What follows belongs to an exercise in optimizing a design on an open flow for small area and a short achievable clock period; a production flow would make more cautious choices.
Function was not checked in any run shown here: the RTL went through the layout flow alone.
Power and IR drop assume default switching activity.

### design/flow/constraint.sdc
create_clock -name core_clock -period 25.0 [get_ports {clk}]
set_input_delay 5.0000 -clock core_clock [delete_from_list [all_inputs] [get_ports {clk}]]
set_output_delay 5.0000 -clock core_clock [all_outputs]
set_load 0.01 [all_outputs]
### design/flow/standard.sh
#!/bin/bash
# synth_recipe.tcl (not shown) runs the flow's synth.tcl, then flattens the netlist and writes it again
# the make line also repeats each setting of config.mk as NAME=value (left out here)
make -C /OpenROAD-flow-scripts/flow DESIGN_CONFIG=/design/flow/config.mk WORK_HOME=/design/flow/orfs CLKGATE_MAP_FILE= SYNTH_SCRIPT=/design/flow/synth_recipe.tcl "${@:-finish}"
### design/flow/flow/run.sh
#!/bin/bash
# Standard layout, with the port buffers made from buf_1 cells and timing
# repair asked to leave more setup slack than the clock period needs.
export BUFFER_PORTS_ARGS="-buffer_cell sky130_fd_sc_hd__buf_1"
export SETUP_SLACK_MARGIN=18
bash standard.sh > standard.log 2>&1
### design/flow/design.v
module maxpool_new(
	input [4:0] stride,
	input  maxpool_enable,
	output reg [18:0] address1 , write_address,
	output reg maxpool_done, patch_end,
	input clk ,
	input reset,
	input [9:0]  w1 ,h1,
	input [4:0] w2,h2,
	output reg [9:0] width, height
    );
reg [9:0] w1r;
reg [4:0] w2m1, h2m1, sr;
reg       s_h2;          
reg [4:0]  hi, vi;       
reg [9:0]  Hn;           
reg        fw;           
reg [18:0] W;            
reg [18:0] N;            
reg [9:0]  Vrem;         
reg [9:0]  q;            
reg [4:0]  r;            
reg        wvalid;       
wire [18:0] a_step, w_sum, wa_n;
wire [4:0]  hi_n, vi_n, r_n;
wire [9:0]  Hn_n, Vrem_n, q_n, width_n, height_n;
wire        done_n, pe_n, fw_n;
wire        c_run, c_a_step, c_a_w, c_a_N, c_vi, c_pend, c_w_step, c_w_N, c_w_w;
wire        c_qr, c_row, c_width, c_ncap;
maxpool_step st (
	.w1r(w1r), .w2m1(w2m1), .h2m1(h2m1), .sr(sr), .s_h2(s_h2),
	.address1(address1), .write_address(write_address), .maxpool_done(maxpool_done),
	.hi(hi), .vi(vi), .Hn(Hn), .fw(fw), .W(W), .Vrem(Vrem),
	.q(q), .r(r), .wvalid(wvalid),
	.a_step(a_step), .w_sum(w_sum), .wa_n(wa_n),
	.hi_n(hi_n), .vi_n(vi_n), .r_n(r_n),
	.Hn_n(Hn_n), .Vrem_n(Vrem_n), .q_n(q_n), .width_n(width_n), .height_n(height_n),
	.done_n(done_n), .pe_n(pe_n), .fw_n(fw_n),
	.c_run(c_run), .c_a_step(c_a_step), .c_a_w(c_a_w), .c_a_N(c_a_N),
	.c_vi(c_vi), .c_pend(c_pend), .c_w_step(c_w_step), .c_w_N(c_w_N), .c_w_w(c_w_w),
	.c_qr(c_qr), .c_row(c_row), .c_width(c_width), .c_ncap(c_ncap)
);
wire [18:0] a_d, wa_d, W_d, N_d;
wire [4:0]  hi_d, vi_d, r_d;
wire [9:0]  Hn_d, Vrem_d, q_d, width_d, height_d;
wire        done_d, pe_d, fw_d, wv_d;
maxpool_gate gt (
	.reset(reset), .en(maxpool_enable), .stride(stride), .h1(h1),
	.address1(address1), .write_address(write_address), .maxpool_done(maxpool_done),
	.patch_end(patch_end), .hi(hi), .vi(vi), .Hn(Hn), .fw(fw), .W(W), .N(N),
	.Vrem(Vrem), .q(q), .r(r), .wvalid(wvalid), .width(width), .height(height),
	.a_step(a_step), .w_sum(w_sum), .wa_n(wa_n),
	.hi_n(hi_n), .vi_n(vi_n), .r_n(r_n),
	.Hn_n(Hn_n), .Vrem_n(Vrem_n), .q_n(q_n), .width_n(width_n), .height_n(height_n),
	.done_n(done_n), .pe_n(pe_n), .fw_n(fw_n),
	.c_run(c_run), .c_a_step(c_a_step), .c_a_w(c_a_w), .c_a_N(c_a_N),
	.c_vi(c_vi), .c_pend(c_pend), .c_w_step(c_w_step), .c_w_N(c_w_N), .c_w_w(c_w_w),
	.c_qr(c_qr), .c_row(c_row), .c_width(c_width), .c_ncap(c_ncap),
	.a_d(a_d), .wa_d(wa_d), .W_d(W_d), .N_d(N_d),
	.hi_d(hi_d), .vi_d(vi_d), .r_d(r_d),
	.Hn_d(Hn_d), .Vrem_d(Vrem_d), .q_d(q_d), .width_d(width_d), .height_d(height_d),
	.done_d(done_d), .pe_d(pe_d), .fw_d(fw_d), .wv_d(wv_d)
);
always @(posedge clk) begin
	w1r  <= w1;
	w2m1 <= w2 - 5'd1;
	h2m1 <= h2 - 5'd1;
	sr   <= stride;
	s_h2 <= (stride == h2);
	address1      <= a_d;
	write_address <= wa_d;
	maxpool_done  <= done_d;
	patch_end     <= pe_d;
	hi     <= hi_d;
	vi     <= vi_d;
	Hn     <= Hn_d;
	fw     <= fw_d;
	W      <= W_d;
	N      <= N_d;
	Vrem   <= Vrem_d;
	q      <= q_d;
	r      <= r_d;
	wvalid <= wv_d;
	width  <= width_d;
	height <= height_d;
end
endmodule
module maxpool_step(
	input [9:0]  w1r,
	input [4:0]  w2m1, h2m1, sr,
	input        s_h2,
	input [18:0] address1, write_address,
	input        maxpool_done,
	input [4:0]  hi, vi,
	input [9:0]  Hn,
	input        fw,
	input [18:0] W,
	input [9:0]  Vrem,
	input [9:0]  q,
	input [4:0]  r,
	input        wvalid,
	output [18:0] a_step, w_sum, wa_n,
	output [4:0]  hi_n, vi_n, r_n,
	output [9:0]  Hn_n, Vrem_n, q_n, width_n, height_n,
	output        done_n, pe_n, fw_n,
	output        c_run, c_a_step, c_a_w, c_a_N, c_vi, c_pend, c_w_step, c_w_N, c_w_w,
	output        c_qr, c_row, c_width, c_ncap
);
function [19:0] radd;
	input [18:0] x, y;
	input        ci;
	integer i;
	reg c;
	begin
		c = ci;
		for (i = 0; i < 19; i = i + 1) begin
			radd[i] = x[i] ^ y[i] ^ c;
			c = (x[i] & y[i]) | (c & (x[i] ^ y[i]));
		end
		radd[19] = c;
	end
endfunction
function [18:0] fadd;
	input [18:0] x;
	input [9:0]  y;
	reg [5:0] lo, m0, m1;
	reg [18:0] hi0, hi1;
	reg c10;
	begin
		lo  = radd({14'd0, x[4:0]}, {14'd0, y[4:0]}, 1'b0);
		m0  = radd({14'd0, x[9:5]}, {14'd0, y[9:5]}, 1'b0);
		m1  = radd({14'd0, x[9:5]}, {14'd0, y[9:5]}, 1'b1);
		hi0 = {10'd0, x[18:10]};
		hi1 = radd({10'd0, x[18:10]}, 19'd0, 1'b1);
		c10 = lo[5] ? m1[5] : m0[5];
		fadd = {c10 ? hi1[8:0] : hi0[8:0], lo[5] ? m1[4:0] : m0[4:0], lo[4:0]};
	end
endfunction
wire [9:0]  D1      = w1r - {5'd0, w2m1};          
wire        wrap    = (hi == w2m1);
wire        vlast   = (vi == h2m1);
wire        pend    = wrap & vlast;
wire [19:0] hd      = radd({9'd0, Hn}, {9'd0, ~D1}, 1'b1);
wire        lastwin = hd[10];                      
wire        rowend  = pend & lastwin;
wire [19:0] vi1w    = radd({14'd0, vi}, 19'd0, 1'b1);
wire [4:0]  vi1     = vi1w[4:0];
wire        ncap    = wrap & (vi1 == sr) & fw;
assign a_step = fadd(address1, wrap ? D1 : 10'd1);
wire [19:0] ws = radd(W, {14'd0, sr}, 1'b0);
assign w_sum  = ws[18:0];
assign c_run    = ~maxpool_done;
assign c_a_step = c_run & (~pend | rowend & ncap);
assign c_a_w    = c_run & pend & ~rowend;
assign c_a_N    = c_run & rowend & ~ncap;
assign c_vi     = c_run & wrap;
assign c_pend   = c_run & pend;
assign c_w_step = c_pend & rowend & ncap;
assign c_w_N    = c_pend & rowend & ~ncap;
assign c_w_w    = c_pend & ~rowend;
assign c_qr     = c_pend & (~wvalid | lastwin);
assign c_row    = c_run & rowend;
assign c_width  = c_row & ~wvalid;
assign c_ncap   = c_run & ncap;
wire [4:0]  dm1   = wvalid ? h2m1 : w2m1;
wire [19:0] rt    = radd({14'd0, r}, {14'd0, sr}, 1'b0);              
wire [19:0] rs    = radd({13'd0, rt[5:0]}, {13'd1, ~dm1}, 1'b0);      
wire        ge    = rs[6];
wire [19:0] qi    = radd({9'd0, q}, 19'd0, ge);
wire        first = rowend & ~wvalid;
wire [19:0] wa1   = radd(write_address, 19'd0, 1'b1);
wire [19:0] hi1   = radd({14'd0, hi}, 19'd0, 1'b1);
wire [19:0] hs    = radd({9'd0, Hn}, {14'd0, sr}, 1'b0);
wire [19:0] vs    = radd({9'd0, Vrem}, {9'd0, 5'h1f, ~sr}, 1'b1);
assign wa_n    = wa1[18:0];
assign hi_n    = wrap ? 5'd0 : hi1[4:0];
assign vi_n    = vlast ? 5'd0 : vi1;
assign Hn_n    = lastwin ? {5'd0, sr} : hs[9:0];
assign fw_n    = lastwin;
assign Vrem_n  = vs[9:0];
assign width_n = qi[9:0];
assign q_n     = first ? {9'd0, s_h2} : qi[9:0];
assign height_n = rowend ? q_n : q;
assign r_n     = first ? (s_h2 ? 5'd0 : sr) : ge ? rs[4:0] : rt[4:0];
assign done_n  = rowend ? (Vrem == {5'd0, sr})
                        : (wrap & ~vlast & fw & ({5'd0, vi1} == Vrem));
assign pe_n    = c_pend;
endmodule
module maxpool_gate(
	input        reset, en,
	input [4:0]  stride,
	input [9:0]  h1,
	input [18:0] address1, write_address,
	input        maxpool_done, patch_end,
	input [4:0]  hi, vi,
	input [9:0]  Hn,
	input        fw,
	input [18:0] W, N,
	input [9:0]  Vrem, q,
	input [4:0]  r,
	input        wvalid,
	input [9:0]  width, height,
	input [18:0] a_step, w_sum, wa_n,
	input [4:0]  hi_n, vi_n, r_n,
	input [9:0]  Hn_n, Vrem_n, q_n, width_n, height_n,
	input        done_n, pe_n, fw_n,
	input        c_run, c_a_step, c_a_w, c_a_N, c_vi, c_pend, c_w_step, c_w_N, c_w_w,
	input        c_qr, c_row, c_width, c_ncap,
	output [18:0] a_d, wa_d, W_d, N_d,
	output [4:0]  hi_d, vi_d, r_d,
	output [9:0]  Hn_d, Vrem_d, q_d, width_d, height_d,
	output        done_d, pe_d, fw_d, wv_d
);
wire ne = ~reset & en;
wire nr = ~reset;
wire l_run    = ne & c_run,    k_run   = nr & ~(en & c_run);
wire l_a_step = ne & c_a_step;
wire l_a_w    = ne & c_a_w;
wire l_a_N    = ne & c_a_N;
wire l_pe     = ne,            k_pe    = nr & ~en;
wire l_vi     = ne & c_vi,     k_vi    = nr & ~(en & c_vi);
wire l_pend   = ne & c_pend,   k_pend  = nr & ~(en & c_pend);
wire l_w_step = ne & c_w_step;
wire l_w_N    = ne & c_w_N;
wire l_w_w    = ne & c_w_w;
wire l_qr     = ne & c_qr,     k_qr    = nr & ~(en & c_qr);
wire l_row    = ne & c_row,    k_row   = nr & ~(en & c_row);
wire l_width  = ne & c_width,  k_width = nr & ~(en & c_width);
wire l_ncap   = en & c_ncap,   k_ncap  = ~(en & c_ncap);
mp_sel3 #(19) s_a (.l0(l_a_step), .l1(l_a_w), .l2(l_a_N), .k(k_run),
	.n0(a_step), .n1(w_sum), .n2(N), .q(address1), .d(a_d));
mp_sel3 #(19) s_W (.l0(l_w_step), .l1(l_w_w), .l2(l_w_N), .k(k_pend),
	.n0(a_step), .n1(w_sum), .n2(N), .q(W), .d(W_d));
mp_sel #(19) s_N  (.l(l_ncap), .k(k_ncap), .n(a_step), .q(N), .d(N_d));
mp_sel #(19) s_wa (.l(l_pend), .k(k_pend), .n(wa_n), .q(write_address), .d(wa_d));
mp_sel #(1)  s_dn (.l(l_run), .k(k_run), .n(done_n), .q(maxpool_done), .d(done_d));
mp_sel #(5)  s_hi (.l(l_run), .k(k_run), .n(hi_n), .q(hi), .d(hi_d));
mp_sel #(1)  s_pe (.l(l_pe), .k(k_pe), .n(pe_n), .q(patch_end), .d(pe_d));
mp_sel #(5)  s_vi (.l(l_vi), .k(k_vi), .n(vi_n), .q(vi), .d(vi_d));
mp_sel #(10) s_q  (.l(l_qr), .k(k_qr), .n(q_n), .q(q), .d(q_d));
mp_sel #(5)  s_r  (.l(l_qr), .k(k_qr), .n(r_n), .q(r), .d(r_d));
wire l_ht = l_run & done_n;
wire k_ht = nr & ~l_ht;
mp_sel #(10) s_ht (.l(l_ht), .k(k_ht), .n(height_n), .q(height), .d(height_d));
mp_sel #(10) s_wd (.l(l_width), .k(k_width), .n(width_n), .q(width), .d(width_d));
mp_sel #(1)  s_wv (.l(l_row), .k(k_row), .n(1'b1), .q(wvalid), .d(wv_d));
mp_sel2 #(10) s_Hn (.l0(l_pend), .l1(reset), .k(k_pend),
	.n0(Hn_n), .n1({5'd0, stride}), .q(Hn), .d(Hn_d));
mp_sel2 #(10) s_V  (.l0(l_row), .l1(reset), .k(k_row),
	.n0(Vrem_n), .n1(h1), .q(Vrem), .d(Vrem_d));
assign fw_d = reset | l_pend & fw_n | k_pend & fw;
endmodule
module mp_sel #(parameter W = 1) (
	input          l, k,
	input  [W-1:0] n, q,
	output [W-1:0] d
);
assign d = {W{l}} & n | {W{k}} & q;
endmodule
module mp_sel2 #(parameter W = 1) (
	input          l0, l1, k,
	input  [W-1:0] n0, n1, q,
	output [W-1:0] d
);
assign d = {W{l0}} & n0 | {W{l1}} & n1 | {W{k}} & q;
endmodule
module mp_sel3 #(parameter W = 1) (
	input          l0, l1, l2, k,
	input  [W-1:0] n0, n1, n2, q,
	output [W-1:0] d
);
assign d = {W{l0}} & n0 | {W{l1}} & n1 | {W{l2}} & n2 | {W{k}} & q;
endmodule
### design/flow/config.mk
export PLATFORM = sky130hd
export DESIGN_NAME = maxpool_new
export DESIGN_NICKNAME = maxpool_new
export VERILOG_FILES = /design/flow/design.v
export SDC_FILE = /design/flow/constraint.sdc
export NUM_CORES = 4
export LEC_CHECK = 0
export CAP_MARGIN = 50
export CORE_MARGIN = 2
export CORE_UTILIZATION = 40
export CTS_BUF_LIST = sky130_fd_sc_hd__clkbuf_8
export SLEW_MARGIN = 70
export SYNTH_HIERARCHICAL = 1
==> results of run 1 <==
cell families (layout without fill, tap and decap cells):
kind of cell	Yosys count	in the layout	synth area share
muxes	17	17	0.0197
other	2	6	0.000798
AOI/OAI and AO/OA	236	236	0.208
and+or+nand+nor	179	179	0.0988
DFF	171	171	0.364
buffers and inverters	140	230	0.0859
xor gates and xnor gates	47	47	0.0438
adders and majority gates	117	117	0.179
cell type report:
class	instances	area, sq um	area share
inverters	89	334	0.0325
flip-flops and latches	171	3430	0.334
clock buffers	20	275	0.0268
well taps	319	399	0.0388
multi-input cells	602	5260	0.512
repair buffers	109	470	0.0458
clock inverters	12	101	0.00986
registers in the layout (all words and copies together) (netlist names), 5 cells and up:
register,cells
N,19
h2m1,5
Vrem,10
q,10
w2m1,5
address1,19
width,10
height,10
vi,5
W,19
r,5
hi,5
sr,5
write_address,19
Hn,10
w1r,10
layer usage:
| metal | share of wire | GRT usage |
|---|---|---|
| met5 | 0 | 0 |
| met4 | 0.020 | 0.0615 |
| met3 | 0.037 | 0.0328 |
| met2 | 0.46 | 0.283 |
| met1 | 0.48 | 0.239 |
stage by stage:
stage / utilization / total power (uW)
floorplan: - / 341
global placement: 0.420 / 356
finish: 0.442 / 542
detailed placement: 0.425 / 360
global route: 0.442 / 571
CTS: 0.441 / 549
per-module statistics from Yosys, one instance, submodules excluded, a selection:
module,area [sq um],copies in the design,cells inside,flops+latches
maxpool_new,3620,1,196,171
maxpool_gate,213,1,31,0
maxpool_step,3340,1,406,0
path summary, 6_finish.rpt:
check | cells past startpoint | startpoint | to | slack, ns
setup / recovery | 1 | maxpool_done | maxpool_done | 18.84
hold / removal | 1 | height[0] | height[0] | 0.48
setup reg to reg | 21 | sr[0] | height[9] | 19.67
hold reg to reg | 1 | height[0] | height[0] | 0.48
power by group:
part	internal, uW	switching (uW)
clock network	85.9	103
registers	279	8.03
logic	27.9	38.3
layout by cell type (no fill, tap or decap), drive strengths merged, types with 5 or more instances in the layout:
cell type and n:
conb 6, a21oi 15, dfxtp 171, nand2b 8, inv 93, and2 22, xor2 25, nand2 81
xnor2 22, clkbuf 20, buf 109, a22oi 76, nor2b 11, ha 88, a22o 87, o21ai 25
nand3b 5, nand3 6, nor4 5, and3 5, nor2 20, a222oi 20, mux2 9, fa 29
mux2i 8
cell usage after synthesis (all sizes together):
| cell | n |
|---|---|
| mux2 | 9 |
| a211o | 1 |
| o211a | 1 |
| nand2b | 8 |
| and3 | 5 |
| and2 | 22 |
| clkinv | 1 |
| a311o | 1 |
| a41oi | 1 |
| conb | 2 |
| o21ai | 25 |
| dfxtp | 171 |
| a21oi | 15 |
| nor4 | 5 |
| nor2b | 11 |
| buf | 46 |
| clkbuf | 5 |
| nor2 | 20 |
| mux2i | 8 |
| xnor2 | 22 |
| nand3 | 6 |
| and4 | 1 |
| nor3 | 4 |
| inv | 88 |
| fa | 29 |
| or4 | 2 |
| ha | 88 |
| o21a | 2 |
| xor2 | 25 |
| a21o | 3 |
| o211ai | 1 |
| o22ai | 1 |
| a222oi | 20 |
| nand3b | 5 |
| or2 | 2 |
| a22o | 87 |
| or3 | 3 |
| nor3b | 2 |
| a21boi | 1 |
| nand4 | 2 |
| nand2 | 81 |
| a31oi | 1 |
| a22oi | 76 |
==> results.py, run 1 <==
metrics = {
    "status": {
        "outcome": "no timing/DRC/antenna violations",
    },
    "die": {
        "die_w_microns": 157,
        "coreArea_sq_um": 23300,
        "die-height_microns": 157,
        "io-pin-count": 98,
        "dieArea_sq_um": 24800,
        "start_util": 0.404,
        "rows": 56,
    },
    "synth": {
        "synth_top_cell_by_area": "dfxtp_1",
        "ys_types": 56,
        "yosys_warnings": 8,
        "synth_seq_cells": 171,
        "yosys.area.top_type_share": 0.364,
        "yosysSeqAreaShare": 0.364,
        "synth_area_per_cell_sq_um": 10.3,
        "syn-instance-count": 909,
        "synth.area.top_cells": "dfxtp_1 36%, ha_1 12%, a22o_1 8.1%, fa_1 6.2%, a22oi_1 4.3%",
        "syn_area_sq_um": 9410,
    },
    "sta": {
        "finalClockSkew_ns": 0.0103,
        "max_freq_ghz": 0.162,
        "finalSetupTns_ns": 0,
        "setup_violations": 0,
        "slew_violations": 0,
        "setup_ws_ns": 18.84,
        "finalHoldViolations": 0,
        "final.min_clock_period_ns": 6.16,
        "timing.final.crit_share": 0.246,
        "whs_ns": 0.480,
        "grt_setup_unrepaired": "false",
    },
    "worst_setup_path": {
        "worstSetupStartpointType": "flip-flop",
        "required_ns": 20.00,
        "critPathSlowestCell": "dfxtp_1",
        "worstPathMaxFanout": 7,
        "path_buf_inv": 1,
        "crit_path_end_kind": "output port",
        "path_class": "flip-flop to output port",
        "crit_arrival_ns": 1.16,
        "cp_top_family": "flip-flops",
        "slowest_delay_ns": 0.51,
        "cp_cell_sequence": "buf_1",
    },
    "clock_tree": {
        "cts_tree": "built",
        "clock-sinks": 171,
        "clock_latency_ns": 0.46,
        "htree_levels": 4,
        "path_clk_slew_ns": 0.09,
        "cts-resized-gates": 0,
        "cts_setup_buffers": 0,
        "cts_buffers": 17,
        "cts-root-buf": "clkbuf_8",
        "ctsHoldBuffers": 0,
        "clockBufferDepth": 2,
    },
    "global_routing": {
        "grt_pass1_wl_mm": 34.6,
        "grt_pass1_vias": 6628,
        "grt-ovfl-total": 0,
        "grt_util_all_layers": 0.177,
        "grt_max_degree": 30,
        "antenna_found_initial": 0,
    },
    "final_layout": {
        "finalNetCount": 1145,
        "area.growth.synth_to_final_pct": 9.22,
        "finalNonFillerCells": 1322,
        "antennaDiodeCount": 0,
        "fillCellCount": 2334,
        "final_area_sq_um": 10300,
        "drive_gt1_frac": 0.112,
    },
    "worst_hold_path": {
        "hold_class": "flip-flop to flip-flop",
    },
    "run": {
        "maxCapViolations": 0,
    },
    "placed_design": {
        "dp.final_hpwl_mm": 15.3,
        "portBuffers": 97,
        "post_dp_cell_area_sq_um": 9890,
        "gp_congestion": 0.832,
        "placed_cells": 1289,
        "dp_slack_ns": 18.44,
    },
    "detailed_routing": {
        "viasPerCell": 5.15,
        "drtIter0Drc": 447,
        "ant_nets": 0,
        "dr.pass1.iters": 7,
        "avgRoutedWirePerCell_microns": 16.1,
        "routed_wl_mm": 21.3,
        "drc": 0,
        "via_count": 6808,
    },
    "power_and_ir_drop": {
        "p_per_area_nw_per_um2": 52.8,
        "p_leak_uw": 0.00466,
        "peakVddDrop_uv": 30.4,
    },
}
==> run 2: changes to the inputs <==
--- a/design/flow/design.v
+++ b/design/flow/design.v
@@ -23,2 +23,3 @@
 reg        wvalid;       
+reg        done_i;       
 wire [18:0] a_step, w_sum, wa_n;
@@ -31,3 +32,3 @@
 	.w1r(w1r), .w2m1(w2m1), .h2m1(h2m1), .sr(sr), .s_h2(s_h2),
-	.address1(address1), .write_address(write_address), .maxpool_done(maxpool_done),
+	.address1(address1), .write_address(write_address), .maxpool_done(done_i),
 	.hi(hi), .vi(vi), .Hn(Hn), .fw(fw), .W(W), .Vrem(Vrem),
@@ -45,3 +46,3 @@
 wire [9:0]  Hn_d, Vrem_d, q_d, width_d, height_d;
-wire        done_d, pe_d, fw_d, wv_d;
+wire        done_d, done_i_d, pe_d, fw_d, wv_d;
 maxpool_gate gt (
@@ -49,3 +50,3 @@
 	.address1(address1), .write_address(write_address), .maxpool_done(maxpool_done),
-	.patch_end(patch_end), .hi(hi), .vi(vi), .Hn(Hn), .fw(fw), .W(W), .N(N),
+	.done_i(done_i), .patch_end(patch_end), .hi(hi), .vi(vi), .Hn(Hn), .fw(fw), .W(W), .N(N),
 	.Vrem(Vrem), .q(q), .r(r), .wvalid(wvalid), .width(width), .height(height),
@@ -61,3 +62,3 @@
 	.Hn_d(Hn_d), .Vrem_d(Vrem_d), .q_d(q_d), .width_d(width_d), .height_d(height_d),
-	.done_d(done_d), .pe_d(pe_d), .fw_d(fw_d), .wv_d(wv_d)
+	.done_d(done_d), .done_i_d(done_i_d), .pe_d(pe_d), .fw_d(fw_d), .wv_d(wv_d)
 );
@@ -72,2 +73,3 @@
 	maxpool_done  <= done_d;
+	done_i        <= done_i_d;
 	patch_end     <= pe_d;
@@ -193,3 +195,3 @@
 	input [18:0] address1, write_address,
-	input        maxpool_done, patch_end,
+	input        maxpool_done, done_i, patch_end,
 	input [4:0]  hi, vi,
@@ -211,3 +213,3 @@
 	output [9:0]  Hn_d, Vrem_d, q_d, width_d, height_d,
-	output        done_d, pe_d, fw_d, wv_d
+	output        done_d, done_i_d, pe_d, fw_d, wv_d
 );
@@ -236,2 +238,3 @@
 mp_sel #(1)  s_dn (.l(l_run), .k(k_run), .n(done_n), .q(maxpool_done), .d(done_d));
+mp_sel #(1)  s_di (.l(l_run), .k(k_run), .n(done_n), .q(done_i), .d(done_i_d));
 mp_sel #(5)  s_hi (.l(l_run), .k(k_run), .n(hi_n), .q(hi), .d(hi_d));
--- a/design/flow/config.mk
+++ b/design/flow/config.mk
@@ -10,3 +10,3 @@
 export CORE_UTILIZATION = 40
-export CTS_BUF_LIST = sky130_fd_sc_hd__clkbuf_8
+export CTS_BUF_LIST = sky130_fd_sc_hd__clkbuf_4 sky130_fd_sc_hd__clkbuf_8
 export SLEW_MARGIN = 70
==> run 2 against run 1 <==
Compared with the run above: still clean; utilization is 0.42 points higher; die area up 0.55%; clock power is 18% higher; clock-buffer cell count unchanged; combinational power decreased by 1%; total power up 6.5%; clock skew barely moved; wire length hardly changed; global-route usage is 0.055 points lower; sequential share of layout area shrank 0.24 points; critical path type unchanged.
==> results.py, run 2 <==
metrics = {
    "synth": {
        "synth_fa_ha_area_frac": 0.178,
        "ys_async_sr_fraction": 0,
        "synth_area_per_cell_sq_um": 10.4,
        "yosys_most_used_dff": "dfxtp_1",
        "yosysSeqAreaShare": 0.364,
        "syn_area_sq_um": 9460,
        "synth-edff-count": 0,
        "synth_seq_cells": 172,
        "synth-simple-area-share": 0.0999,
        "yosys.area.top_type_share": 0.364,
        "yosys_warnings": 8,
        "synthXorXnorAreaFrac": 0.0426,
        "synth_mux_area_frac": 0.0192,
        "ys_types": 55,
        "synth_compound_area_frac": 0.207,
        "synth_top_family_by_area": "compound AO/OA/AOI/OAI gates",
        "synth_top_cell_by_area": "dfxtp_1",
        "synthTopCellsByCount": "172 x dfxtp_1, 99 x inv_1, 88 x ha_1",
        "synth_most_common_cell": "dfxtp_1",
        "synth.area.top_cells": "dfxtp_1 36%, ha_1 12%, a22o_1 8.1%, fa_1 6.1%, a22oi_1 4.3%",
        "syn-instance-count": 913,
    },
    "final_layout": {
        "most-common-layout-cells": "168 x dfxtp_1, 98 x inv_1, 96 x buf_1",
        "final_area_sq_um": 10400,
        "final_common_cell": "dfxtp_1",
        "antennaDiodeCount": 0,
        "drive_gt1_frac": 0.119,
        "area.growth.synth_to_final_pct": 9.97,
        "finalNetCount": 1150,
        "utilization": 0.446,
    },
    "worst_setup_path": {
        "startpoint": "address1[3]",
        "timing.rr.end": "W[16]",
        "slowest_delay_ns": 0.44,
        "worstSetupStartpointType": "flip-flop",
        "worstSetupPathDepth": 1,
        "r2r-start": "w2m1[0]",
        "required_ns": 20.00,
        "reg2reg_setup_slack_ns": 19.66,
        "path_buf_inv": 1,
        "path_class": "flip-flop to output port",
        "crit_arrival_ns": 1.07,
        "cp_cell_sequence": "buf_1",
        "cp_top_family": "flip-flops",
        "worstPathMaxFanout": 3,
        "crit_path_end": "address1[3]",
        "critPathSlowestCell": "dfxtp_1",
        "crit_path_end_kind": "output port",
        "reg2reg_depth": 20,
    },
    "placed_design": {
        "dp_slack_ns": 18.47,
        "post_dp_cell_area_sq_um": 9930,
        "portBuffers": 97,
        "gp_congestion": 0.794,
        "dp.final_hpwl_mm": 15.2,
    },
    "die": {
        "io-pin-count": 98,
        "start_util": 0.405,
        "coreArea_sq_um": 23300,
        "rows": 56,
        "die-height_microns": 158,
        "die_w_microns": 158,
        "dieArea_sq_um": 24900,
    },
    "clock_tree": {
        "ctsHoldBuffers": 0,
        "path_clk_slew_ns": 0.09,
        "clock_latency_ns": 0.46,
        "htree_levels": 4,
        "cts_buffers": 17,
        "cts-resized-gates": 0,
        "clock-sinks": 172,
        "cts_tree": "built",
        "clockBufferDepth": 2,
        "cts-root-buf": "clkbuf_8",
        "cts_setup_buffers": 0,
    },
    "global_routing": {
        "grt_util_all_layers": 0.176,
        "grt_use_met3": 0.0287,
        "grt_pass1_wl_mm": 34.7,
        "grt_max_degree": 49,
        "grt_use_met2": 0.294,
        "antenna_found_initial": 0,
        "busiest_layer": "met2",
        "grt_pass1_vias": 6735,
        "grt-ovfl-total": 0,
        "met1_usage": 0.234,
    },
    "power_and_ir_drop": {
        "p_per_area_nw_per_um2": 55.5,
        "peakVddDrop_uv": 31.5,
        "p_leak_uw": 0.00470,
        "total_power_uw": 577,
    },
    "worst_hold_path": {
        "hold_class": "flip-flop to flip-flop",
        "hold_path_startpoint": "height[5]",
    },
    "detailed_routing": {
        "drtIter0Drc": 445,
        "drc": 0,
        "avgRoutedWirePerCell_microns": 16.0,
        "via_count": 6859,
        "ant_nets": 0,
        "viasPerCell": 5.17,
        "dr.pass1.iters": 6,
        "routed_wl_mm": 21.3,
    },
    "sta": {
        "final.min_clock_period_ns": 6.07,
        "slew_violations": 0,
        "grt_setup_unrepaired": "false",
        "max_freq_ghz": 0.165,
        "timing.final.crit_share": 0.243,
        "finalClockSkew_ns": 0.0103,
        "setup_violations": 0,
        "setup_ws_ns": 18.93,
        "finalHoldViolations": 0,
        "finalSetupTns_ns": 0,
    },
    "run": {
        "maxCapViolations": 0,
    },
    "status": {
        "outcome": "no timing/DRC/antenna violations",
    },
}
## run 2: changes by cell type in the layout (fill, tap and decap cells not counted), sizes merged, moves of 2 or more
cell,previous run,this run
nand2,81,65
clkinvlp,4,2
bufinv,1,4
o21ai,25,23
inv,93,102
and2,22,24
nand3,6,16
a21oi,15,19
nor3,4,7
nor2,20,23
and3,5,2
o211ai,1,3
## run 2: how the worst min path moves through the flow
stage                     slack [ns]         to  cells after the start
after global routing            0.50   width[5]                      1
after detailed placement        0.46   width[3]                      1
after global placement          0.45  height[2]                      1
after CTS                       0.48  height[4]                      1
after floorplan                 0.44     wvalid                      1
final                           0.47  height[5]                      1
## run 2: metrics by stage
step / hold WS [ns] / cells
2_1_floorplan: 0.437 / 917
3_3_place_gp: 0.454 / 1289
3_5_place_dp: 0.455 / 1295
4_1_cts: 0.480 / 1327
5_1_grt: 0.501 / 1327
6_report: 0.474 / 1327
## run 2: power breakdown
group | switching (uW) | internal, uW
Sequential | 8.24 | 281
Combinational | 38.7 | 26.7
Clock | 107 | 116
Total | 153 | 424
## run 2: cell type report
cell class,instances,area [sq um]
Timing Repair Buffer,109,452
Fill cell,2310,12900
Clock inverter,12,184
Inverter,99,372
Sequential cell,172,3450
Clock buffer,20,269
Tap cell,319,399
Multi-Input combinational cell,596,5280
## run 2: kinds of logic (layout without fill, tap and decap cells)
family          Yosys count  after routing
compound gates          238            238
flops                   172            172
simple gates            172            172
buf+inv                 149            240
fa+ha+maj               117            117
xor+xnor                 46             46
mux                      17             17
other cells               2              6
## run 2: layer usage
layer / part of all wire / wire length, microns
met1: 0.48 / 10200
met2: 0.46 / 9840
met3: 0.044 / 929
met4: 0.014 / 295
met5: 0 / 0
## run 2: Yosys stat by module, one instance, submodules excluded, a selection
| module | flip-flops and latches | cells |
|---|---|---|
| maxpool_new | 172 | 197 |
| maxpool_gate | 0 | 31 |
| maxpool_step | 0 | 408 |
==> run 3: changes to the inputs <==
--- a/design/flow/config.mk
+++ b/design/flow/config.mk
@@ -10,3 +10,3 @@
 export CORE_UTILIZATION = 40
-export CTS_BUF_LIST = sky130_fd_sc_hd__clkbuf_4 sky130_fd_sc_hd__clkbuf_8
+export CTS_BUF_LIST = sky130_fd_sc_hd__clkbuf_8
 export SLEW_MARGIN = 70
==> run 3 against run 2 <==
Compared with the run above: die area stayed put; combinational power hardly changed; flip-flop and latch count stayed put; clock skew stayed put; worst hold slack stayed put; still clean on timing, DRC and antenna; global-route usage stayed put; synthesized cell count stayed put; critical endpoint unchanged; clock power hardly changed; fmax stayed put; non-clock buffer count stayed put; cell count stayed put; total power is 0.24% lower.
==> results.py, run 3 <==
metrics = {
    "global_routing": {
        "met1_usage": 0.234,
        "grt_max_degree": 49,
        "grt_util_all_layers": 0.176,
        "grt_pass1_vias": 6735,
        "grt-ovfl-total": 0,
        "grt_use_met2": 0.294,
        "grt_pass1_wl_mm": 34.7,
        "antenna_found_initial": 0,
        "busiest_layer": "met2",
        "grt_use_met3": 0.0287,
    },
    "power_and_ir_drop": {
        "p_int_uw": 422,
        "power_switching_uw": 154,
        "p_leak_uw": 0.00471,
        "p_per_area_nw_per_um2": 55.4,
        "p_comb_frac": 0.113,
        "peakVddDrop_uv": 31.5,
        "switching_share": 0.267,
        "seq_power_share": 0.502,
        "clock_power_share": 0.385,
    },
    "detailed_routing": {
        "avgRoutedWirePerCell_microns": 16.0,
        "dr.pass1.iters": 6,
        "via_count": 6854,
        "routed_wl_mm": 21.3,
        "ant_nets": 0,
        "drtIter0Drc": 445,
        "viasPerCell": 5.17,
        "drc": 0,
    },
    "die": {
        "dieArea_sq_um": 24900,
        "start_util": 0.405,
        "coreArea_sq_um": 23300,
        "rows": 56,
        "die-height_microns": 158,
        "die_w_microns": 158,
        "io-pin-count": 98,
    },
    "sta": {
        "whs_ns": 0.474,
        "finalSetupTns_ns": 0,
        "finalClockSkew_ns": 0.0103,
        "final.min_clock_period_ns": 6.07,
        "finalHoldViolations": 0,
        "timing.final.crit_share": 0.243,
        "max_freq_ghz": 0.165,
        "setup_violations": 0,
        "slew_violations": 0,
        "grt_setup_unrepaired": "false",
    },
    "synth": {
        "syn_area_sq_um": 9460,
        "synth.area.top_cells": "dfxtp_1 36%, ha_1 12%, a22o_1 8.1%, fa_1 6.1%, a22oi_1 4.3%",
        "yosysSeqAreaShare": 0.364,
        "synth_top_cell_by_area": "dfxtp_1",
        "yosys.area.top_type_share": 0.364,
        "ys_types": 55,
        "synth_most_common_cell": "dfxtp_1",
        "synth_area_per_cell_sq_um": 10.4,
        "synthTopCellsByCount": "172 x dfxtp_1, 99 x inv_1, 88 x ha_1",
        "yosys_warnings": 8,
        "ys_async_sr_fraction": 0,
        "yosys_most_used_dff": "dfxtp_1",
        "synth-edff-count": 0,
        "synth_seq_cells": 172,
        "syn-instance-count": 913,
    },
    "worst_setup_path": {
        "crit_arrival_ns": 1.07,
        "cp_cell_sequence": "buf_1",
        "cp_top_family": "flip-flops",
        "crit_path_end_kind": "output port",
        "slowest_delay_ns": 0.44,
        "worstPathMaxFanout": 3,
        "path_buf_inv": 1,
        "path_class": "flip-flop to output port",
        "worstSetupStartpointType": "flip-flop",
        "critPathSlowestCell": "dfxtp_1",
        "required_ns": 20.00,
    },
    "final_layout": {
        "area.growth.synth_to_final_pct": 9.93,
        "drive_gt1_frac": 0.118,
        "final_area_sq_um": 10400,
        "most-common-layout-cells": "168 x dfxtp_1, 99 x inv_1, 96 x buf_1",
        "final_common_cell": "dfxtp_1",
        "finalNetCount": 1150,
        "antennaDiodeCount": 0,
    },
    "clock_tree": {
        "cts_setup_buffers": 0,
        "path_clk_slew_ns": 0.09,
        "htree_levels": 4,
        "cts-root-buf": "clkbuf_8",
        "cts_tree": "built",
        "clockBufferDepth": 2,
        "cts_buffers": 17,
        "ctsHoldBuffers": 0,
        "clock-sinks": 172,
        "clock_latency_ns": 0.46,
        "cts-resized-gates": 0,
    },
    "worst_hold_path": {
        "hold_class": "flip-flop to flip-flop",
    },
    "placed_design": {
        "portBuffers": 97,
        "dp.final_hpwl_mm": 15.2,
        "post_dp_cell_area_sq_um": 9930,
        "gp_congestion": 0.794,
    },
    "status": {
        "outcome": "no timing/DRC/antenna violations",
    },
    "run": {
        "maxCapViolations": 0,
    },
}
run 3: cell counts after synthesis:
Identical to the previous run, type by type.
run 3: routing by layer:
| layer | routed length (microns) | up-vias |
|---|---|---|
| li1 | - | 3414 |
| met1 | 10200 | 3271 |
| met2 | 9840 | 152 |
| met3 | 917 | 17 |
| met4 | 295 | 0 |
| met5 | 0 | - |
run 3: per-module statistics from Yosys (local to each module, per instance), a selection:
module	cells	flip-flops and latches	cell area [sq um]
maxpool_new	197	172	3640
maxpool_step	408	0	3370
maxpool_gate	31	0	213
run 3: cell families after synthesis:
logic type,count (synthesis),share of synthesized area
muxes,17,0.0192
adders and majority gates,117,0.178
AOI/OAI and AO/OA,238,0.207
xor gates and xnor gates,46,0.0426
other,2,0.000794
DFF,172,0.364
buffers and inverters,149,0.0885
and+or+nand+nor,172,0.0999
run 3: layout make-up:
| class | count | area (sq um) |
|---|---|---|
| well taps | 319 | 399 |
| clock inverters | 13 | 188 |
| flip-flops and latches | 172 | 3450 |
| fillers | 2310 | 12900 |
| multi-input cells | 596 | 5280 |
| clock buffers | 19 | 262 |
| repair buffers | 109 | 452 |
| inverters | 99 | 372 |
run 3: path summary, 6_finish.rpt:
kind	from	to	slack, ns	cells past startpoint
setup / recovery	address1[3]	address1[3]	18.93	1
hold / removal	height[5]	height[5]	0.47	1
setup reg to reg	w2m1[0]	W[16]	19.66	20
hold reg to reg	height[5]	height[5]	0.47	1
run 3: metrics by stage:
| stage | utilization | setup WS, ns | std cells | total power [uW] |
|---|---|---|---|---|
| floorplan | - | 18.92 | 917 | 342 |
| global placement | 0.421 | 18.02 | 1289 | 359 |
| detailed placement | 0.426 | 18.47 | 1295 | 361 |
| CTS | 0.445 | 18.89 | 1327 | 584 |
| global route | 0.446 | 18.85 | 1327 | 604 |
| finish | 0.446 | 18.93 | 1327 | 576 |
run 3: power by group through the flow:
stage	registers [uW]	clock network, uW	logic (uW)
2_1_floorplan	293	0	49.8
3_3_place_gp	295	0	63.1
3_5_place_dp	296	0	65.3
4_1_cts	289	229	65.7
5_1_grt	290	239	74.6
6_report	289	222	65.3
==> run 4: changes to the inputs <==
--- a/design/flow/config.mk
+++ b/design/flow/config.mk
@@ -11,2 +11,4 @@
 export CTS_BUF_LIST = sky130_fd_sc_hd__clkbuf_8
+export CTS_CLUSTER_DIAMETER = 150
+export CTS_CLUSTER_SIZE = 40
 export SLEW_MARGIN = 70
==> run 4 against run 3 <==
Compared with the run above: still clean on timing, DRC and antenna; total power is the same; non-clock buffer count is the same; clock power is essentially flat; die area is the same; critical path type unchanged.
==> results.py, run 4 <==
metrics = {
    "die": {
        "coreArea_sq_um": 23300,
        "io-pin-count": 98,
        "dieArea_sq_um": 24900,
        "die-height_microns": 158,
        "start_util": 0.405,
        "die_w_microns": 158,
        "rows": 56,
    },
    "detailed_routing": {
        "drc": 0,
        "routed_wl_mm": 21.3,
        "avgRoutedWirePerCell_microns": 16.0,
        "viasPerCell": 5.17,
        "drtIter0Drc": 445,
        "dr.pass1.iters": 6,
        "ant_nets": 0,
        "via_count": 6854,
    },
    "placed_design": {
        "portBuffers": 97,
        "dp.final_hpwl_mm": 15.2,
        "gp_congestion": 0.794,
        "dp_slack_ns": 18.47,
    },
    "worst_hold_path": {
        "hold_path_startpoint": "height[5]",
        "hold_class": "flip-flop to flip-flop",
        "min_delay_worst_endpoint": "height[5]",
        "hold_depth": 1,
    },
    "sta": {
        "slew_violations": 0,
        "max_freq_ghz": 0.165,
        "timing.final.crit_share": 0.243,
        "grt_setup_unrepaired": "false",
        "finalHoldViolations": 0,
        "setup_ws_ns": 18.93,
        "finalClockSkew_ns": 0.0103,
        "final.min_clock_period_ns": 6.07,
        "setup_violations": 0,
        "whs_ns": 0.474,
        "finalSetupTns_ns": 0,
    },
    "synth": {
        "synth_seq_cells": 172,
        "synth_top_family_by_area": "compound AO/OA/AOI/OAI gates",
        "yosys_most_used_dff": "dfxtp_1",
        "synth_area_per_cell_sq_um": 10.4,
        "synth_compound_area_frac": 0.207,
        "synth-simple-area-share": 0.0999,
        "synth_top_cell_by_area": "dfxtp_1",
        "synth.area.top_cells": "dfxtp_1 36%, ha_1 12%, a22o_1 8.1%, fa_1 6.1%, a22oi_1 4.3%",
        "synth-edff-count": 0,
        "yosys.area.top_type_share": 0.364,
        "synthXorXnorAreaFrac": 0.0426,
        "ys_async_sr_fraction": 0,
        "ys_types": 55,
        "yosys_warnings": 8,
        "synthTopCellsByCount": "172 x dfxtp_1, 99 x inv_1, 88 x ha_1",
        "synth_most_common_cell": "dfxtp_1",
        "synth_mux_area_frac": 0.0192,
        "syn-instance-count": 913,
        "yosysSeqAreaShare": 0.364,
        "syn_area_sq_um": 9460,
        "synth_fa_ha_area_frac": 0.178,
    },
    "clock_tree": {
        "cts-resized-gates": 0,
        "clockBufferDepth": 2,
        "clock_latency_ns": 0.46,
        "path_clk_slew_ns": 0.09,
        "cts_tree": "built",
        "cts_setup_buffers": 0,
        "cts_buffers": 17,
        "cts-root-buf": "clkbuf_8",
        "clock-sinks": 172,
        "ctsHoldBuffers": 0,
        "htree_levels": 4,
    },
    "final_layout": {
        "final_common_cell": "dfxtp_1",
        "finalNetCount": 1150,
        "most-common-layout-cells": "168 x dfxtp_1, 99 x inv_1, 96 x buf_1",
        "drive_gt1_frac": 0.118,
        "seqCellArea_sq_um": 3450,
        "antennaDiodeCount": 0,
        "multi_input_area_sq_um": 5280,
        "area.growth.synth_to_final_pct": 9.93,
        "fillCellCount": 2310,
        "utilization": 0.446,
    },
    "power_and_ir_drop": {
        "p_per_area_nw_per_um2": 55.4,
        "p_comb_frac": 0.113,
        "seq_power_share": 0.502,
        "p_int_uw": 422,
        "power_switching_uw": 154,
        "clock_power_share": 0.385,
        "switching_share": 0.267,
        "p_leak_uw": 0.00471,
        "peakVddDrop_uv": 31.5,
    },
    "worst_setup_path": {
        "crit_arrival_ns": 1.07,
        "timing.rr.end": "W[16]",
        "required_ns": 20.00,
        "cp_cell_sequence": "buf_1",
        "critPathSlowestCell": "dfxtp_1",
        "reg2reg_depth": 20,
        "cp_top_family": "flip-flops",
        "slowest_delay_ns": 0.44,
        "r2r-start": "w2m1[0]",
        "path_class": "flip-flop to output port",
        "reg2reg_setup_slack_ns": 19.66,
        "worstPathMaxFanout": 3,
        "worstSetupStartpointType": "flip-flop",
        "crit_path_end_kind": "output port",
        "path_buf_inv": 1,
    },
    "global_routing": {
        "grt_util_all_layers": 0.176,
        "grt_max_degree": 49,
        "grt_pass1_vias": 6735,
        "grt-ovfl-total": 0,
        "antenna_found_initial": 0,
        "grt_pass1_wl_mm": 34.7,
    },
    "status": {
        "outcome": "no timing/DRC/antenna violations",
    },
    "run": {
        "maxCapViolations": 0,
    },
}
run 4: cell counts after synthesis:
No cell type changed its count.
run 4: worst max path at each step:
stage                    from           end  slack [ns]  depth (start not counted)
5_1_grt          address1[10]  address1[10]       18.85                          1
4_1_cts          address1[17]  address1[17]       18.89                          1
3_3_place_gp   maxpool_enable         N[13]       18.02                          4
3_5_place_dp   maxpool_enable         W[16]       18.47                          5
2_1_floorplan           reset         Hn[8]       18.92                          7
6_report          address1[3]   address1[3]       18.93                          1
run 4: per-module statistics from Yosys, one instance, submodules excluded, excerpt:
module / copies in the design / flops+latches / cell area (sq um) / cells
maxpool_new: 1 / 172 / 3640 / 197
maxpool_step: 1 / 0 / 3370 / 408
maxpool_gate: 1 / 0 / 213 / 31
run 4: metrics by stage:
stage / cells / power (uW) / instance area [sq um]
after floorplan: 917 / 342 / 9480
after global placement: 1289 / 359 / 9830
after detailed placement: 1295 / 361 / 9930
after CTS: 1327 / 584 / 10400
after global routing: 1327 / 604 / 10400
final: 1327 / 576 / 10400
run 4: final cells by class:
cell class,count,area share
multi-input combinational,596,0.508
sequential,172,0.332
timing repair buffer,109,0.0434
tap,319,0.0384
inverter,99,0.0357
clock buffer,19,0.0251
clock inverter,13,0.0180
run 4: cell families (layout without fill, tap and decap cells):
family / Yosys count / in the layout
buffers and inverters: 149 / 240
flip-flops: 172 / 172
other: 2 / 6
multiplexers: 17 / 17
AND/OR/NAND/NOR: 172 / 172
XOR/XNOR: 46 / 46
AO/OA/AOI/OAI: 238 / 238
adder cells (fa/ha/maj): 117 / 117
run 4: metal layers:
| layer | vias up | wire, microns | GRT usage |
|---|---|---|---|
| met5 | - | 0 | 0 |
| met4 | 0 | 295 | 0.0541 |
| met3 | 17 | 917 | 0.0287 |
| met2 | 152 | 9840 | 0.294 |
| met1 | 3271 | 10200 | 0.234 |
| li1 | 3414 | - | - |
run 4: power by group through the flow:
stage | combinational (uW) | sequential [uW] | clock [uW]
after floorplan | 49.8 | 293 | 0
after global placement | 63.1 | 295 | 0
after detailed placement | 65.3 | 296 | 0
after CTS | 65.7 | 289 | 229
after global routing | 74.6 | 290 | 239
final | 65.3 | 289 | 222
==> run 5: changes to the inputs <==
--- a/design/flow/config.mk
+++ b/design/flow/config.mk
@@ -7,3 +7,3 @@
 export LEC_CHECK = 0
-export CAP_MARGIN = 50
+export CAP_MARGIN = 20
 export CORE_MARGIN = 2
@@ -11,5 +11,3 @@
 export CTS_BUF_LIST = sky130_fd_sc_hd__clkbuf_8
-export CTS_CLUSTER_DIAMETER = 150
-export CTS_CLUSTER_SIZE = 40
-export SLEW_MARGIN = 70
+export SLEW_MARGIN = 20
 export SYNTH_HIERARCHICAL = 1
==> run 5 against run 4 <==
Compared with the run above: die area unchanged; clock power down 2%; sequential share of layout area up 0.31 points; cell area down 1.1%; cell count down 0.38%; setup slack worse by 0.58 ns; largest cell class unchanged; largest power group unchanged; highest routed layer unchanged.
==> results.py, run 5 <==
metrics = {
    "final_layout": {
        "antennaDiodeCount": 0,
        "final_common_cell": "dfxtp_1",
        "drive_gt1_frac": 0.101,
        "most-common-layout-cells": "172 x dfxtp_1, 99 x inv_1, 97 x buf_1",
        "finalNetCount": 1145,
        "finalNonFillerCells": 1322,
        "area.growth.synth_to_final_pct": 8.74,
    },
    "global_routing": {
        "grt_pass1_wl_mm": 34.6,
        "grt-ovfl-total": 0,
        "antenna_found_initial": 0,
        "grt_max_degree": 49,
        "grt_pass1_vias": 6690,
        "grt_util_all_layers": 0.177,
    },
    "synth": {
        "synth_seq_cells": 172,
        "synth-edff-count": 0,
        "synth_most_common_cell": "dfxtp_1",
        "yosys_warnings": 8,
        "yosys_most_used_dff": "dfxtp_1",
        "synthTopCellsByCount": "172 x dfxtp_1, 99 x inv_1, 88 x ha_1",
        "synth_top_cell_by_area": "dfxtp_1",
        "syn_area_sq_um": 9460,
        "synth.area.top_cells": "dfxtp_1 36%, ha_1 12%, a22o_1 8.1%, fa_1 6.1%, a22oi_1 4.3%",
        "synth_area_per_cell_sq_um": 10.4,
        "yosys.area.top_type_share": 0.364,
        "yosysSeqAreaShare": 0.364,
        "ys_async_sr_fraction": 0,
        "syn-instance-count": 913,
        "ys_types": 55,
    },
    "power_and_ir_drop": {
        "peakVddDrop_uv": 32.5,
        "p_per_area_nw_per_um2": 55.5,
        "clock_power_share": 0.381,
        "seq_power_share": 0.506,
        "p_leak_uw": 0.00464,
        "power_switching_uw": 153,
        "p_int_uw": 418,
        "switching_share": 0.268,
        "p_comb_frac": 0.113,
    },
    "sta": {
        "finalSetupTns_ns": 0,
        "grt_setup_unrepaired": "false",
        "timing.final.crit_share": 0.266,
        "worstMarginPinSlew_ns": 1.02,
        "max_freq_ghz": 0.150,
        "slew_violations": 0,
        "finalHoldViolations": 0,
        "final.min_clock_period_ns": 6.65,
        "setup_violations": 0,
        "slew_headroom": 0.312,
        "finalClockSkew_ns": 0.0173,
    },
    "clock_tree": {
        "cts_buffers": 17,
        "clock-sinks": 172,
        "ctsHoldBuffers": 0,
        "cts-resized-gates": 0,
        "cts_setup_buffers": 0,
        "clock_latency_ns": 0.47,
        "htree_levels": 4,
        "clockBufferDepth": 2,
        "cts-root-buf": "clkbuf_8",
        "cts_tree": "built",
        "path_clk_slew_ns": 0.09,
    },
    "worst_setup_path": {
        "crit_arrival_ns": 7.05,
        "path_class": "input port to flip-flop",
        "crit_path_end_kind": "flip-flop",
        "required_ns": 25.40,
        "worstPathMaxFanout": 20,
        "worstSetupStartpointType": "input port",
    },
    "detailed_routing": {
        "dr.pass1.iters": 5,
        "via_count": 6788,
        "drtIter0Drc": 378,
        "drc": 0,
        "avgRoutedWirePerCell_microns": 16.1,
        "ant_nets": 0,
        "viasPerCell": 5.13,
        "routed_wl_mm": 21.3,
    },
    "placed_design": {
        "gp_congestion": 0.794,
        "placed_cells": 1289,
        "dp.final_hpwl_mm": 15.1,
        "portBuffers": 97,
    },
    "status": {
        "outcome": "no timing/DRC/antenna violations",
    },
    "die": {
        "start_util": 0.405,
        "die_w_microns": 158,
        "io-pin-count": 98,
        "dieArea_sq_um": 24900,
        "die-height_microns": 158,
        "coreArea_sq_um": 23300,
        "rows": 56,
    },
    "run": {
        "maxCapViolations": 0,
    },
    "worst_hold_path": {
        "hold_class": "flip-flop to flip-flop",
    },
}
[run 5: power groups by stage]
stage                     Combinational (uW)  Clock (uW)  Sequential [uW]
after global placement                  63.1           0              295
after detailed placement                64.4           0              296
final                                   64.2         218              289
after global routing                    73.8         237              290
after CTS                               64.7         225              289
after floorplan                         49.8           0              293
[run 5: path summary, 6_finish.rpt]
check | startpoint | end | slack [ns] | depth (start not counted)
worst max-delay path | maxpool_enable | N[15] | 18.35 | 4
worst min-delay path | height[5] | height[5] | 0.47 | 1
worst max register to register | w2m1[2] | W[16] | 19.49 | 20
worst min register to register | height[5] | height[5] | 0.47 | 1
[run 5: logic make-up after synthesis]
kind of cell | after synthesis | share of synthesized area
fa+ha+maj | 117 | 0.178
compound gates | 238 | 0.207
flops | 172 | 0.364
other cells | 2 | 0.000794
simple gates | 172 | 0.0999
buf+inv | 149 | 0.0885
xor+xnor | 46 | 0.0426
mux | 17 | 0.0192
[run 5: cell type report]
cell class / count / area (sq um)
well taps: 319 / 399
fillers: 2301 / 13000
repair buffers: 104 / 417
inverters: 99 / 372
clock buffers: 21 / 289
flip-flops and latches: 172 / 3440
clock inverters: 11 / 158
multi-input cells: 596 / 5210
[run 5: per-module statistics from Yosys (local to each module, per instance), excerpt]
module | times used | area (sq um) | flops+latches | cells inside
maxpool_new | 1 | 3640 | 172 | 197
maxpool_gate | 1 | 213 | 0 | 31
maxpool_step | 1 | 3370 | 0 | 408
[run 5: metrics by stage]
| stage | setup slack (ns) | utilization | area (sq um) | total power (uW) | hold slack, ns |
|---|---|---|---|---|---|
| after global placement | 18.02 | 0.421 | 9830 | 359 | 0.454 |
| final | 18.35 | 0.441 | 10300 | 571 | 0.473 |
| after CTS | 18.35 | 0.441 | 10300 | 579 | 0.479 |
| after detailed placement | 17.84 | 0.421 | 9830 | 360 | 0.457 |
| after global routing | 18.18 | 0.441 | 10300 | 601 | 0.505 |
| after floorplan | 18.92 | - | 9480 | 342 | 0.437 |
[run 5: per-layer routing]
metal / part of all wire / GRT usage / vias to the layer above
met1: 0.48 / 0.234 / 3210
met2: 0.46 / 0.289 / 160
li1: - / - / 3401
met4: 0.015 / 0.0519 / 0
met3: 0.047 / 0.0383 / 17
met5: 0 / 0 / -
[run 5: critical path, cell delays in order]
cell and delay [ns]:
buf_1 0.46, nand2_1 0.61, inv_1 0.71, a22o_1 0.25
==> run 6: changes to the inputs <==
--- a/design/flow/config.mk
+++ b/design/flow/config.mk
@@ -7,3 +7,3 @@
 export LEC_CHECK = 0
-export CAP_MARGIN = 20
+export CAP_MARGIN = 70
 export CORE_MARGIN = 2
@@ -11,3 +11,3 @@
 export CTS_BUF_LIST = sky130_fd_sc_hd__clkbuf_8
-export SLEW_MARGIN = 20
+export SLEW_MARGIN = 85
 export SYNTH_HIERARCHICAL = 1
==> run 6 against run 5 <==
Compared with the run above: via count rose by 4.3%; critical path depth up 7; global-route usage increased by 0.21 points; clock-buffer cell count is 2 lower; die area unchanged; clock skew fell by 0.0020 ns; first-iteration DRC count is 21% higher; total power grew 3.1%; sequential share of layout area is 2.5 points lower; highest routed layer unchanged; wire length is 3.6% higher.
==> results.py, run 6 <==
metrics = {
    "final_layout": {
        "utilization": 0.482,
        "finalNetCount": 1196,
        "antennaDiodeCount": 0,
        "fillCellCount": 2180,
        "drive_gt1_frac": 0.201,
        "final_common_cell": "dfxtp_1",
        "area.growth.synth_to_final_pct": 18.8,
        "most-common-layout-cells": "149 x dfxtp_1, 105 x buf_1, 93 x inv_1",
    },
    "worst_setup_path": {
        "timing.rr.end": "height[9]",
        "required_ns": 25.41,
        "worstSetupStartpointType": "input port",
        "reg2reg_setup_slack_ns": 19.40,
        "crit_arrival_ns": 6.75,
        "reg2reg_depth": 23,
        "slowest_delay_ns": 0.25,
        "cp_cell_sequence": "buf_1 > buf_8 > buf_8 > buf_16 > nor2b_4 > buf_2 > buf_2 > and2_4 > buf_6 > buf_6 > a22o_1",
        "crit_path_end_kind": "flip-flop",
        "r2r-start": "sr[0]",
        "critPathSlowestCell": "and2_4",
        "worstPathMaxFanout": 13,
        "path_class": "input port to flip-flop",
    },
    "sta": {
        "slew_violations": 0,
        "setup_violations": 0,
        "grt_setup_unrepaired": "false",
        "finalSetupTns_ns": 0,
        "max_freq_ghz": 0.158,
        "finalHoldViolations": 0,
        "timing.final.crit_share": 0.254,
        "final.min_clock_period_ns": 6.34,
        "finalClockSkew_ns": 0.0153,
    },
    "power_and_ir_drop": {
        "peakVddDrop_uv": 31.3,
        "p_per_area_nw_per_um2": 52.4,
        "p_leak_uw": 0.00503,
    },
    "clock_tree": {
        "path_clk_slew_ns": 0.09,
        "htree_levels": 4,
        "cts-root-buf": "clkbuf_8",
        "ctsHoldBuffers": 0,
        "clock-sinks": 172,
        "clockBufferDepth": 2,
        "cts_tree": "built",
        "cts_buffers": 17,
        "cts_setup_buffers": 0,
        "cts-resized-gates": 0,
        "clock_latency_ns": 0.47,
    },
    "detailed_routing": {
        "viasPerCell": 5.16,
        "avgRoutedWirePerCell_microns": 16.1,
        "dr.pass1.iters": 5,
        "ant_nets": 0,
        "routed_wl_mm": 22.0,
        "drc": 0,
        "drtIter0Drc": 458,
        "via_count": 7079,
    },
    "die": {
        "dieArea_sq_um": 24900,
        "rows": 56,
        "io-pin-count": 98,
        "coreArea_sq_um": 23300,
        "die-height_microns": 158,
        "die_w_microns": 158,
        "start_util": 0.405,
    },
    "placed_design": {
        "gp_congestion": 0.794,
        "portBuffers": 97,
        "dp.final_hpwl_mm": 16.7,
    },
    "global_routing": {
        "grt_util_all_layers": 0.179,
        "grt_max_degree": 20,
        "grt-ovfl-total": 0,
        "grt_pass1_wl_mm": 35.3,
        "antenna_found_initial": 0,
        "grt_pass1_vias": 6964,
    },
    "synth": {
        "synth.area.top_cells": "dfxtp_1 36%, ha_1 12%, a22o_1 8.1%, fa_1 6.1%, a22oi_1 4.3%",
        "yosys_warnings": 8,
        "yosys_most_used_dff": "dfxtp_1",
        "synth_seq_cells": 172,
        "synth_top_cell_by_area": "dfxtp_1",
        "synth_most_common_cell": "dfxtp_1",
        "ys_async_sr_fraction": 0,
        "synthTopCellsByCount": "172 x dfxtp_1, 99 x inv_1, 88 x ha_1",
        "yosysSeqAreaShare": 0.364,
        "synth-edff-count": 0,
        "yosys.area.top_type_share": 0.364,
        "ys_types": 55,
        "synth_area_per_cell_sq_um": 10.4,
        "syn_area_sq_um": 9460,
        "syn-instance-count": 913,
    },
    "worst_hold_path": {
        "min_delay_worst_endpoint": "height[5]",
        "hold_depth": 1,
        "hold_class": "flip-flop to flip-flop",
        "hold_path_startpoint": "height[5]",
    },
    "status": {
        "outcome": "no timing/DRC/antenna violations",
    },
    "run": {
        "maxCapViolations": 0,
    },
}
-- run 6: cell counts after synthesis --
Identical to the previous run, type by type.
-- run 6: where the power goes --
part / total, uW / internal [uW] / switching, uW
logic: 75.3 / 33.3 / 42.0
registers: 291 / 281 / 9.92
clock network: 223 / 115 / 108
-- run 6: layer usage --
| layer | wire (microns) | track usage | vias up | share of wire |
|---|---|---|---|---|
| met2 | 10300 | 0.292 | 180 | 0.47 |
| li1 | - | - | 3503 | - |
| met1 | 10300 | 0.238 | 3369 | 0.47 |
| met3 | 1040 | 0.0337 | 27 | 0.047 |
| met5 | 0 | 0 | - | 0 |
| met4 | 393 | 0.0584 | 0 | 0.018 |
-- run 6: final cells by class --
| class | count | area (sq um) | area share |
|---|---|---|---|
| clock buffers | 19 | 262 | 0.0233 |
| clock inverters | 13 | 189 | 0.0168 |
| inverters | 99 | 379 | 0.0337 |
| multi-input cells | 596 | 5630 | 0.501 |
| flip-flops and latches | 172 | 3480 | 0.310 |
| well taps | 319 | 399 | 0.0355 |
| repair buffers | 155 | 888 | 0.0791 |
-- run 6: worst max-delay path, delay by kind of cell --
family | cells | cell delay (ns)
buffers and inverters | 8 | 1.25
and+or+nand+nor | 2 | 0.37
AOI/OAI and AO/OA | 1 | 0.14
-- run 6: worst max path at each step --
| stage | start | endpoint | depth (start not counted) |
|---|---|---|---|
| finish | reset | write_address[5] | 11 |
| global route | reset | write_address[6] | 11 |
| CTS | reset | write_address[5] | 11 |
| detailed placement | reset | write_address[5] | 11 |
| global placement | maxpool_enable | N[13] | 4 |
| floorplan | reset | Hn[8] | 7 |
-- run 6: cell families after synthesis --
kind of cell               after synthesis  synth area share
other                                    2          0.000794
xor gates and xnor gates                46            0.0426
DFF                                    172             0.364
adders and majority gates              117             0.178
AOI/OAI and AO/OA                      238             0.207
and+or+nand+nor                        172            0.0999
muxes                                   17            0.0192
buffers and inverters                  149            0.0885
-- run 6: metrics by stage --
stage               setup WS (ns)  cells  cell area, sq um  hold slack (ns)  power, uW
floorplan                   18.92    917              9480            0.437        342
global placement            18.02   1289              9830            0.454        359
detailed placement          18.19   1338             10600            0.454        369
CTS                         18.70   1370             11100            0.478        594
global route                18.59   1373             11200            0.496        617
finish                      18.66   1373             11200            0.473        589
-- run 6: modules after synthesis (local to each module, per instance), excerpt --
module,cell area (sq um),times used,flip-flops and latches
maxpool_new,3640,1,172
maxpool_gate,213,1,0
maxpool_step,3370,1,0
==> run 7: changes to the inputs <==
--- a/design/flow/flow/run.sh
+++ b/design/flow/flow/run.sh
@@ -4,3 +4,3 @@
 export BUFFER_PORTS_ARGS="-buffer_cell sky130_fd_sc_hd__buf_1"
-export SETUP_SLACK_MARGIN=18
+export SETUP_SLACK_MARGIN=19.3
 bash standard.sh > standard.log 2>&1
--- a/design/flow/config.mk
+++ b/design/flow/config.mk
@@ -7,3 +7,3 @@
 export LEC_CHECK = 0
-export CAP_MARGIN = 70
+export CAP_MARGIN = 50
 export CORE_MARGIN = 2
@@ -11,3 +11,3 @@
 export CTS_BUF_LIST = sky130_fd_sc_hd__clkbuf_8
-export SLEW_MARGIN = 85
+export SLEW_MARGIN = 70
 export SYNTH_HIERARCHICAL = 1
==> run 7 against run 6 <==
Compared with the run above: total power shrank 0.54%; clock power is essentially flat; area after synthesis is the same; synthesized cell count did not move.
==> results.py, run 7 <==
metrics = {
    "power_and_ir_drop": {
        "switching_share": 0.275,
        "power_switching_uw": 161,
        "p_per_area_nw_per_um2": 49.5,
        "p_leak_uw": 0.00550,
        "clock_power_share": 0.385,
        "seq_power_share": 0.493,
        "peakVddDrop_uv": 34.9,
        "p_comb_frac": 0.122,
        "p_int_uw": 425,
    },
    "worst_setup_path": {
        "r2r-start": "sr[0]",
        "crit_path_end_kind": "output port",
        "critPathSlowestCell": "dfxtp_4",
        "worstPathMaxFanout": 2,
        "path_class": "flip-flop to output port",
        "crit_arrival_ns": 0.96,
        "required_ns": 20.00,
        "worstSetupStartpointType": "flip-flop",
        "cp_cell_sequence": "buf_6",
        "cp_top_family": "flip-flops",
        "path_buf_inv": 1,
        "slowest_delay_ns": 0.38,
        "reg2reg_setup_slack_ns": 19.73,
        "reg2reg_depth": 22,
        "timing.rr.end": "height[9]",
    },
    "synth": {
        "synth_area_per_cell_sq_um": 10.4,
        "yosysSeqAreaShare": 0.364,
        "synth_seq_cells": 172,
        "yosys.area.top_type_share": 0.364,
        "synthTopCellsByCount": "172 x dfxtp_1, 99 x inv_1, 88 x ha_1",
        "yosys_most_used_dff": "dfxtp_1",
        "synth.area.top_cells": "dfxtp_1 36%, ha_1 12%, a22o_1 8.1%, fa_1 6.1%, a22oi_1 4.3%",
        "ys_async_sr_fraction": 0,
        "syn_area_sq_um": 9460,
        "synth_most_common_cell": "dfxtp_1",
        "yosys_warnings": 8,
        "ys_types": 55,
        "synth-edff-count": 0,
        "syn-instance-count": 913,
        "synth_top_cell_by_area": "dfxtp_1",
    },
    "detailed_routing": {
        "drtIter0Drc": 486,
        "routed_wl_mm": 23.4,
        "ant_nets": 0,
        "viasPerCell": 5.19,
        "via_count": 7286,
        "avgRoutedWirePerCell_microns": 16.7,
        "dr.pass1.iters": 7,
        "drc": 0,
    },
    "clock_tree": {
        "clock_latency_ns": 0.47,
        "path_clk_slew_ns": 0.09,
        "cts-root-buf": "clkbuf_8",
        "cts_buffers": 17,
        "clock-sinks": 172,
        "cts_tree": "built",
        "clockBufferDepth": 2,
        "ctsHoldBuffers": 0,
        "htree_levels": 4,
    },
    "die": {
        "start_util": 0.405,
        "rows": 56,
        "coreArea_sq_um": 23300,
        "die-height_microns": 158,
        "io-pin-count": 98,
        "dieArea_sq_um": 24900,
        "die_w_microns": 158,
    },
    "final_layout": {
        "area.growth.synth_to_final_pct": 25.0,
        "fillCellCount": 2094,
        "finalNonFillerCells": 1403,
        "final_common_cell": "dfxtp_1",
        "utilization": 0.507,
        "antennaDiodeCount": 0,
        "finalNetCount": 1226,
        "most-common-layout-cells": "107 x dfxtp_1, 98 x inv_1, 88 x ha_1",
        "drive_gt1_frac": 0.311,
    },
    "sta": {
        "finalHoldViolations": 0,
        "setup_violations": 0,
        "finalSetupTns_ns": 0,
        "final.min_clock_period_ns": 5.96,
        "slew_violations": 0,
        "finalClockSkew_ns": 0.0158,
        "max_freq_ghz": 0.168,
        "grt_setup_unrepaired": "true",
        "timing.final.crit_share": 0.238,
    },
    "status": {
        "outcome": "no timing/DRC/antenna violations",
    },
    "global_routing": {
        "antenna_found_initial": 0,
        "grt_pass1_vias": 7297,
        "grt_util_all_layers": 0.191,
        "grt-ovfl-total": 0,
        "grt_pass1_wl_mm": 37.3,
        "grt_max_degree": 49,
    },
    "worst_hold_path": {
        "min_delay_worst_endpoint": "width[6]",
        "hold_depth": 1,
        "hold_path_startpoint": "width[6]",
        "hold_class": "flip-flop to flip-flop",
    },
    "placed_design": {
        "portBuffers": 97,
        "placed_cells": 1295,
        "dp.final_hpwl_mm": 15.4,
        "gp_congestion": 0.778,
    },
    "run": {
        "maxCapViolations": 0,
    },
}
==> run 7: cell counts after synthesis <==
Identical to the previous run, type by type.
==> run 7: final cells by class <==
class / instances / area (sq um) / area share
Multi-Input combinational cell: 600 / 5440 / 0.460
Sequential cell: 172 / 3540 / 0.299
Timing Repair Buffer: 181 / 1630 / 0.137
Tap cell: 319 / 399 / 0.0338
Inverter: 99 / 372 / 0.0314
Clock buffer: 18 / 248 / 0.0210
Clock inverter: 14 / 205 / 0.0174
==> run 7: how the worst max path moves through the flow <==
stage	from	endpoint	cells after the start	slack (ns)
6_report	address1[0]	address1[0]	1	19.04
5_1_grt	address1[4]	address1[4]	1	19.00
4_1_cts	address1[4]	address1[4]	1	19.02
3_5_place_dp	maxpool_enable	Hn[0]	5	18.54
3_3_place_gp	maxpool_enable	address1[4]	5	18.26
2_1_floorplan	reset	W[10]	8	18.98
==> run 7: cells by family after synthesis <==
kind of cell               share of synthesized area
other                                       0.000794
muxes                                         0.0192
DFF                                            0.364
adders and majority gates                      0.178
buffers and inverters                         0.0885
AOI/OAI and AO/OA                              0.207
and+or+nand+nor                               0.0999
xor gates and xnor gates                      0.0426
==> run 7: power by group through the flow <==
stage	Clock, uW	Sequential (uW)	Combinational [uW]
after floorplan	0	293	50.7
after global placement	0	296	64.0
after detailed placement	0	296	66.3
after CTS	231	289	70.8
after global routing	240	290	82.6
final	225	289	71.5
==> run 7: per-module statistics from Yosys (local to each module, per instance), excerpt <==
module / copies in the design / cell area, sq um / cells
maxpool_step: 1 / 3370 / 408
maxpool_new: 1 / 3640 / 197
maxpool_gate: 1 / 213 / 31
==> run 7: what timing repair did <==
| item | 4_1_cts | 5_1_grt |
|---|---|---|
| cloned | 3 | 2 |
| setup buffers | 55 | 16 |
| setup endpoints to repair | 199 | 119 |
| resized for setup | 194 | 2 |
| pin swaps | 2 | 8 |
==> run 7: stage by stage <==
step | hold WS, ns | worst slack (ns) | total power [uW] | cell area, sq um
after floorplan | 0.437 | 18.98 | 343 | 9640
after global placement | 0.454 | 18.26 | 359 | 9940
after detailed placement | 0.455 | 18.54 | 362 | 10100
after CTS | 0.480 | 19.02 | 591 | 11600
after global routing | 0.484 | 19.00 | 613 | 11800
final | 0.479 | 19.04 | 585 | 11800
==> run 7: layer usage <==
| metal | wire, microns | track usage | vias up |
|---|---|---|---|
| met2 | 11000 | 0.323 | 206 |
| met5 | 0 | 0 | - |
| met4 | 378 | 0.0550 | 0 |
| met3 | 1200 | 0.0337 | 25 |
| met1 | 10800 | 0.249 | 3488 |
| li1 | - | - | 3567 |

Re-timed with assumed drivers on the ports (clkbuf_16 on the clock, buf_2 on other inputs), run 7 has 18.997 ns of setup slack against 19.039 ns with ideal ports, and 18.816 ns once port delays also move by the mid clock arrival of 0.508 ns.
